This design comes from an exercise in tuning for small area on the open sky130 flow, not from production work.
In this exercise RTL edits were held to simulation tests only and were not proved equivalent to the original.
No activity file was given, so power comes from the tool's default toggle rates.

$ cat flow/flow/run.sh
#!/bin/bash
# Layout flow: the standard flow (standard.sh), with one change in
# synthesis: ABC maps the logic with an area-oriented script (area.abc)
# instead of ORFS's speed script. Everything else, including the
# synthesis steps before and after ABC and the register mapping, is
# synth_recipe.tcl unchanged.
set -euo pipefail
WORK=$(cd "$(dirname "${BASH_SOURCE[0]}")/.." && pwd)
cd "$WORK"

# synth_recipe.tcl, preceded by a wrapper that swaps abc's -script
{
  cat <<TCL
proc abc {args} {
  set i [lsearch -exact \$args -script]
  if {\$i >= 0} { set args [lreplace \$args [expr {\$i + 1}] [expr {\$i + 1}] {$WORK/flow/area.abc}] }
  yosys abc {*}\$args
}
TCL
  cat synth_recipe.tcl
} > area_synth.tcl

grep -q 'SYNTH_SCRIPT=' standard.sh
sed "s|SYNTH_SCRIPT=[^ ]*|SYNTH_SCRIPT=$WORK/area_synth.tcl|" standard.sh > area_standard.sh

# the whole ORFS run's output; each step's own log is under orfs/logs/
bash area_standard.sh > "$WORK/flow_make.log" 2>&1
$ cat flow/flow/area.abc
strash
&get -n
&st
&dch
&nf -a
&put
topo
stime -c
buffer -c
upsize -c
dnsize -c
$ cat flow/standard.sh
#!/bin/bash
# synth_recipe.tcl (not shown) runs the flow's synth.tcl, then flattens the netlist and writes it again
# the make line also repeats each setting of config.mk as NAME=value (left out here)
make -C /OpenROAD-flow-scripts/flow DESIGN_CONFIG=/design/flow/config.mk WORK_HOME=/design/flow/orfs CLKGATE_MAP_FILE= SYNTH_SCRIPT=/design/flow/synth_recipe.tcl "${@:-finish}"
$ cat flow/config.mk
export PLATFORM = sky130hd
export DESIGN_NAME = edfic_top
export DESIGN_NICKNAME = edfic_top
export VERILOG_FILES = /design/flow/design.v
export SDC_FILE = /design/flow/constraint.sdc
export NUM_CORES = 4
export LEC_CHECK = 0
export CAP_MARGIN = 0
export CORE_MARGIN = 2
export CORE_UTILIZATION = 78
export CTS_CLUSTER_DIAMETER = 80
export CTS_CLUSTER_SIZE = 30
export PLACE_DENSITY = 0.88
export SLEW_MARGIN = 0
$ cat flow/constraint.sdc
create_clock -name core_clock -period 40.0 [get_ports {clk_i}]
set_input_delay 8.0000 -clock core_clock [delete_from_list [all_inputs] [get_ports {clk_i}]]
set_output_delay 8.0000 -clock core_clock [all_outputs]
set_load 0.01 [all_outputs]
$ cat flow/design.v
module edfic_gateway (
  input  logic irq_i,
  input  logic prev_i,
  input  logic pol_i,
  input  logic type_i,
  input  logic ip_i,
  output logic trig_o
);
logic x, p;
assign x = irq_i  ^ pol_i;
assign p = prev_i ^ pol_i;
assign trig_o = x & (type_i ? (p & ~ip_i) : ~p);
endmodule
module edfic_arbiter #(
  parameter int unsigned W = 25
)(
  input  logic [15:0]        valid_i,
  input  logic [15:0][W-1:0] key_i,
  output logic               valid_o,
  output logic [W-1:0]       key_o,
  output logic [3:0]         idx_o
);
logic [7:0]        v1;
logic [7:0][W-1:0] k1;
logic [7:0][0:0]   i1;
for (genvar n = 0; n < 8; n++) begin : g_l1
  logic selb;
  logic blt;
  edfic_lt #(.W(W)) i_lt (.a_i(key_i[2*n+1]), .b_i(key_i[2*n]), .lt_o(blt));
  assign selb  = valid_i[2*n+1] & (~valid_i[2*n] | blt);
  assign v1[n] = valid_i[2*n] | valid_i[2*n+1];
  assign k1[n] = selb ? key_i[2*n+1] : key_i[2*n];
  assign i1[n] = selb;
end
logic [3:0]        v2;
logic [3:0][W-1:0] k2;
logic [3:0][1:0]   i2;
for (genvar n = 0; n < 4; n++) begin : g_l2
  logic selb;
  logic blt;
  edfic_lt #(.W(W)) i_lt (.a_i(k1[2*n+1]), .b_i(k1[2*n]), .lt_o(blt));
  assign selb  = v1[2*n+1] & (~v1[2*n] | blt);
  assign v2[n] = v1[2*n] | v1[2*n+1];
  assign k2[n] = selb ? k1[2*n+1] : k1[2*n];
  assign i2[n] = selb ? {1'b1, i1[2*n+1]} : {1'b0, i1[2*n]};
end
logic [1:0]        v3;
logic [1:0][W-1:0] k3;
logic [1:0][2:0]   i3;
for (genvar n = 0; n < 2; n++) begin : g_l3
  logic selb;
  logic blt;
  edfic_lt #(.W(W)) i_lt (.a_i(k2[2*n+1]), .b_i(k2[2*n]), .lt_o(blt));
  assign selb  = v2[2*n+1] & (~v2[2*n] | blt);
  assign v3[n] = v2[2*n] | v2[2*n+1];
  assign k3[n] = selb ? k2[2*n+1] : k2[2*n];
  assign i3[n] = selb ? {1'b1, i2[2*n+1]} : {1'b0, i2[2*n]};
end
logic sel4;
logic lt4;
edfic_lt #(.W(W)) i_lt4 (.a_i(k3[1]), .b_i(k3[0]), .lt_o(lt4));
assign sel4    = v3[1] & (~v3[0] | lt4);
assign valid_o = v3[0] | v3[1];
assign key_o   = sel4 ? k3[1] : k3[0];
assign idx_o   = sel4 ? {1'b1, i3[1]} : {1'b0, i3[0]};
endmodule
module edfic_lt #(
  parameter int unsigned W = 24
)(
  input  logic [W-1:0] a_i,
  input  logic [W-1:0] b_i,
  output logic         lt_o
);
logic [W-1:0] bn_i;
logic [W:0]   nc;
assign bn_i = ~b_i;
assign nc   = {(a_i & bn_i) | (a_i & nc[W-1:0]) | (bn_i & nc[W-1:0]), 1'b1};
assign lt_o = ~nc[W];
endmodule
module edfic_add_dl (
  input  logic [22:0] a_i,
  input  logic [23:0] b_i,
  output logic [23:0] s_o
);
logic [23:0] a, c;
assign a   = {1'b0, a_i};
assign c   = {(a[22:0] & b_i[22:0]) | (a[22:0] & c[22:0]) | (b_i[22:0] & c[22:0]), 1'b0};
assign s_o = a ^ b_i ^ c;
endmodule
module edfic_top #(
    parameter  int unsigned NrIrqs     = 16,
    parameter  int unsigned TsWidth    = 24,
    parameter  int unsigned TsClip     = 0,
    parameter  int unsigned BaseAddr   = 0,
    localparam int unsigned OutTsWidth = TsWidth + TsClip,
    localparam int unsigned IdWidth    = $clog2(NrIrqs)
) (
    input logic clk_i,
    input logic rst_ni,
    input  logic        cfg_req_i,
    input  logic        cfg_we_i,
    input  logic [31:0] cfg_addr_i,
    input  logic [31:0] cfg_wdata_i,
    output logic [31:0] cfg_rdata_o,
    input  logic [63:0] mtime_i,
    input  logic [NrIrqs-1:0] irq_i,
    output logic [IdWidth-1:0] irq_id_o,
    input  logic [IdWidth-1:0] irq_id_i,
    output logic [OutTsWidth-1:0] irq_dl_o,
    output logic irq_valid_o,
    input  logic irq_ack_i
);
localparam int unsigned N = 16;
logic [23:0] mt;
assign mt = mtime_i[23:0];
logic [3:0] addr;
assign addr = cfg_addr_i[5:2];
logic write_event;
assign write_event = cfg_req_i & cfg_we_i;
logic [N-1:0]         ip_q, ie_q, type_q, pol_q, prev_q;
logic [N-1:0][22:0]   dl_q;
logic [N-1:0][23:0]   ts_q;
logic [N-1:0]         trig, wsel, ack, ld;
logic [N-1:0][23:0]   stamp;
logic [N-1:0]         flag;
logic [N-1:0][24:0]   key;
logic [N-1:0]         valid;
logic [23:0] mthr;
assign mthr = {~mt[23], mt[22:0]};
for (genvar i = 0; i < N; i++) begin : g_line
  assign wsel[i]  = write_event & (addr == 4'(i));
  assign ack[i]   = irq_ack_i & (irq_id_i == 4'(i));
  assign ld[i]    = trig[i] | (wsel[i] & cfg_wdata_i[1]);
  edfic_add_dl i_add (.a_i(dl_q[i]), .b_i(mt), .s_o(stamp[i]));
  assign valid[i] = ie_q[i] & ip_q[i];
  edfic_lt #(.W(24)) i_lt (.a_i(ts_q[i]), .b_i(mthr), .lt_o(flag[i]));
  assign key[i]   = {flag[i], ts_q[i]};
  edfic_gateway i_gw (
    .irq_i  (irq_i[i]),
    .prev_i (prev_q[i]),
    .pol_i  (pol_q[i]),
    .type_i (type_q[i]),
    .ip_i   (ip_q[i]),
    .trig_o (trig[i])
  );
  always_ff @(posedge clk_i or negedge rst_ni) begin
    if (~rst_ni) begin
      ip_q[i]   <= 1'b0;
      ie_q[i]   <= 1'b0;
      type_q[i] <= 1'b0;
      pol_q[i]  <= 1'b0;
      dl_q[i]   <= '0;
    end else begin
      if (wsel[i]) begin
        ie_q[i]   <= cfg_wdata_i[0];
        type_q[i] <= cfg_wdata_i[2];
        pol_q[i]  <= cfg_wdata_i[3];
        dl_q[i]   <= cfg_wdata_i[30:8];
      end
      ip_q[i] <= ~ack[i] & (trig[i] | (wsel[i] ? cfg_wdata_i[1] : ip_q[i]));
    end
  end
  always_ff @(posedge clk_i) begin
    if (ld[i]) ts_q[i] <= stamp[i];
    prev_q[i] <= rst_ni & irq_i[i];
  end
end
always_comb begin
  cfg_rdata_o = '0;
  for (int i = 0; i < N; i++)
    if (addr == 4'(i))
      cfg_rdata_o = {1'b0, dl_q[i], 4'b0, pol_q[i], type_q[i], ip_q[i], ie_q[i]};
end
logic [24:0] win_key;
edfic_arbiter #(.W(25)) i_arb (
  .valid_i (valid),
  .key_i   (key),
  .valid_o (irq_valid_o),
  .key_o   (win_key),
  .idx_o   (irq_id_o)
);
assign irq_dl_o = win_key[23:0] - mt;
endmodule
==> impl_metrics.csv <==
group,metric,value,unit
timing,fin_crit,38.13,ns
timing,clock.fmax,26.2,MHz
clocking,worstSkewPairLatency,0.63,ns
final_layout,final_cell_mix,"433 x mux2_2, 432 x dfrtp_1, 389 x nand2_1, 384 x edfxtp_1, 353 x fa_1",
logic_synthesis,synthArstFlopShare,0.519,
timing,clock_skew,0.0291,ns
timing,setup_viol,0,
clocking,htreeDepth,2,
drt,drt-initial-drc-count,6491,
logic_synthesis,synth_area,52900,um2
global_route,antenna_found_initial,9,
timing,min_period_over_period,0.953,
critical_path,slowest_delay,1.05,ns
power_and_ir_drop,vdd_drop_max,0.0724,mV
clocking,cts_tree,"built",
logic_synthesis,yosysSeqAreaShare,0.429,
clocking,cts_sinks,832,
critical_path,startpoint_type,"input port",
logic_synthesis,syn_area_per_cell,11.4,um2
critical_path,cp_num_buf_inv,3,
critical_path,cp.required,32.00,ns
timing,rsz0062_at_grt,"false",
timing,slew_violations,0,
clocking,cts_setup_buffers,0,
die,pin_count,214,
min_path,hold_class,"register to register",
clocking,clk_pin_slew,0.10,ns
drt,drt_first_pass_iters,9,
clocking,hold_buffers,0,
drt,routed-via-count,41200,
final_layout,final_layout_size_suffix_gt1_frac,0.145,
final_layout,nNetsFinal,5214,
clocking,ctsResizeCount,0,
critical_path,worst-setup-path-type,"input port to output pin",
logic_synthesis,ys_types,68,
drt,wire_per_inst,28.3,um
drt,wl,158,mm
logic_synthesis,synth_edf_count,384,
place,portBuffers,135,
power_and_ir_drop,p_total,4190,uW
critical_path,slowest_stage,"a31oi_4",
clocking,clk_path_buf_depth,3,
global_route,grt-ovfl-total,0,
die,chipWidth,264,um
place,place_congestion,0.980,
final_layout,area_growth,6.92,%
global_route,grtUsageTotal,0.457,
logic_synthesis,ys.flop_type,"dfrtp_1",
drt,vias_per_cell,7.38,
critical_path,critPathTopFamily,"compound AO/OA/AOI/OAI gates",
critical_path,arrival,30.13,ns
timing,tightest_slew,1.25,ns
clocking,cts_made_buffers,38,
logic_synthesis,ys_ff_latch,832,
run_status,status,"complete, no violations",
die,start_util,0.787,
global_route,first_global_vias,41800,
die,placementRows,95,
clocking,cts_root_buf,"clkbuf_16",
place,hpwl,119,mm
drt,drc,0,
logic_synthesis,syn_inst,4637,
global_route,grt_max_degree,151,
die,dieHeight,264,um
critical_path,crit_fanout,46,
timing,hold_viol,0,
final_layout,layout_commonest_cell,"mux2_2",
timing,slew_headroom,0.169,
global_route,grt_pass1_wl,240,mm
logic_synthesis,yosysWarnings,1,
power_and_ir_drop,leakage,0.0231,uW
job,cap_violations,0,
die,coreArea,67200,um2
critical_path,cp-end-kind,"output pin",
power_and_ir_drop,power_density,74.1,nW/um2
drt,ant_nets,0,
die,die_area,69900,um2
timing,finalSetupTns,0,ns
-- metrics by stage --
stage / hold slack (ns) / util / cell area (um2) / cells / setup slack (ns)
2_1_floorplan: 0.504 / - / 52900 / 4641 / 8.81
3_3_place_gp: 0.514 / 0.822 / 55200 / 5502 / 2.53
3_5_place_dp: 0.523 / 0.822 / 55200 / 5502 / 2.39
4_1_cts: 0.546 / 0.841 / 56500 / 5570 / 2.32
5_1_grt: 0.568 / 0.841 / 56500 / 5579 / 0.848
6_report: 0.552 / 0.841 / 56500 / 5580 / 1.87
-- cell usage after synthesis (39+ instances only) --
library cell | count | area (um2)
nor2b_1 | 82 | 513
mux2i_1 | 72 | 721
ha_1 | 39 | 488
o22ai_1 | 162 | 1010
a222oi_1 | 125 | 1250
o221ai_1 | 129 | 1130
edfxtp_1 | 384 | 11500
o21ai_0 | 122 | 611
a22oi_1 | 60 | 450
a221o_1 | 150 | 1500
mux2_2 | 433 | 4880
nor2_1 | 226 | 848
clkbuf_1 | 204 | 766
fa_1 | 353 | 7070
dfrtp_1 | 432 | 10800
a21oi_1 | 261 | 1310
nand2_1 | 389 | 1460
xor2_1 | 43 | 377
a2bb2oi_1 | 86 | 753
inv_1 | 313 | 1170
o21ai_1 | 53 | 265
nand2b_1 | 94 | 588
-- area by class of cell --
type	instances	area, um2
Tap cell	873	1090
Inverter	326	1220
Clock buffer	46	1000
Timing Repair Buffer	234	2020
Fill cell	3600	10600
Clock inverter	22	256
Antenna cell	10	25.0
Multi-Input combinational cell	3237	28200
Sequential cell	832	22700
-- kinds of logic after synthesis --
family | after synthesis | synth area share
AO/OA/AOI/OAI | 1339 | 0.188
multiplexers | 511 | 0.107
adder cells (fa/ha/maj) | 405 | 0.145
AND/OR/NAND/NOR | 906 | 0.0772
buffers and inverters | 572 | 0.0416
XOR/XNOR | 71 | 0.0118
other | 1 | 0.0000710
flip-flops | 832 | 0.429
-- path summary, 6_finish.rpt --
check | start | end | slack, ns | cells after the start
setup / recovery | mtime_i[0] | irq_dl_o[23] | 1.87 | 94
hold / removal | ie_q[11]$_DFFE_PN0P_ | ie_q[11]$_DFFE_PN0P_ | 0.55 | 1
setup reg to reg | dl_q[0]$_DFFE_PN0P_ | ts_q[23]$_DFFE_PP_ | 29.83 | 24
hold reg to reg | ie_q[11]$_DFFE_PN0P_ | ie_q[11]$_DFFE_PN0P_ | 0.55 | 1
max in group asynchronous | rst_ni | dl_q[52]$_DFFE_PN0P_ | 31.20 | 2
min in group asynchronous | rst_ni | ip_q[7]$_DFF_PN0_ | 7.44 | 1
-- sequential cells by signal (all words and copies together) (netlist names) --
register,flops
type_q,16
prev_q,16
ip_q,16
ie_q,16
dl_q,368
pol_q,16
ts_q,384
-- per-layer routing --
layer	up-vias	routed length, um	track usage
met2	2941	74700	0.732
met1	20400	54800	0.603
met4	2	8630	0.230
met3	496	19700	0.0912
li1	17400	-	-
met5	-	20	0
-- report_power, final --
part | leakage, uW | switching, uW | total (uW) | internal [uW]
registers | 0.00920 | 207 | 1370 | 1170
logic | 0.0133 | 1340 | 2320 | 977
clock network | 0.000606 | 292 | 496 | 204
total | 0.0231 | 1840 | 4190 | 2350

-- afterwards: timing with drivers on the ports --
The flow's constraints put no driver on any port. The routed layout listed below was extracted and timed again, unchanged, in two steps.
Step 1 sets driving cells, clkbuf_16 on the clock port and buf_2 on the other inputs (assumed; they add their load-dependent delay and slew).
Step 2 adds t to the input delays and takes it off the output delays; t is the mean of the earliest and latest rising clock arrival at the registers after step 1. Input paths then give back, and output paths get back, about the clock's delay inside the block.
a / b / c = ideal ports / drivers / drivers and shift; a / b = the first two.
t (ns): 0.690
setup slack, ns: 1.869 / 1.838 / 1.838
clock arrival spread, ns: 0.031 / 0.031
After both steps setup and hold are still met in this run. The setup slack of this run moves by -0.031 ns with the drivers and by -0.031 ns with both steps.
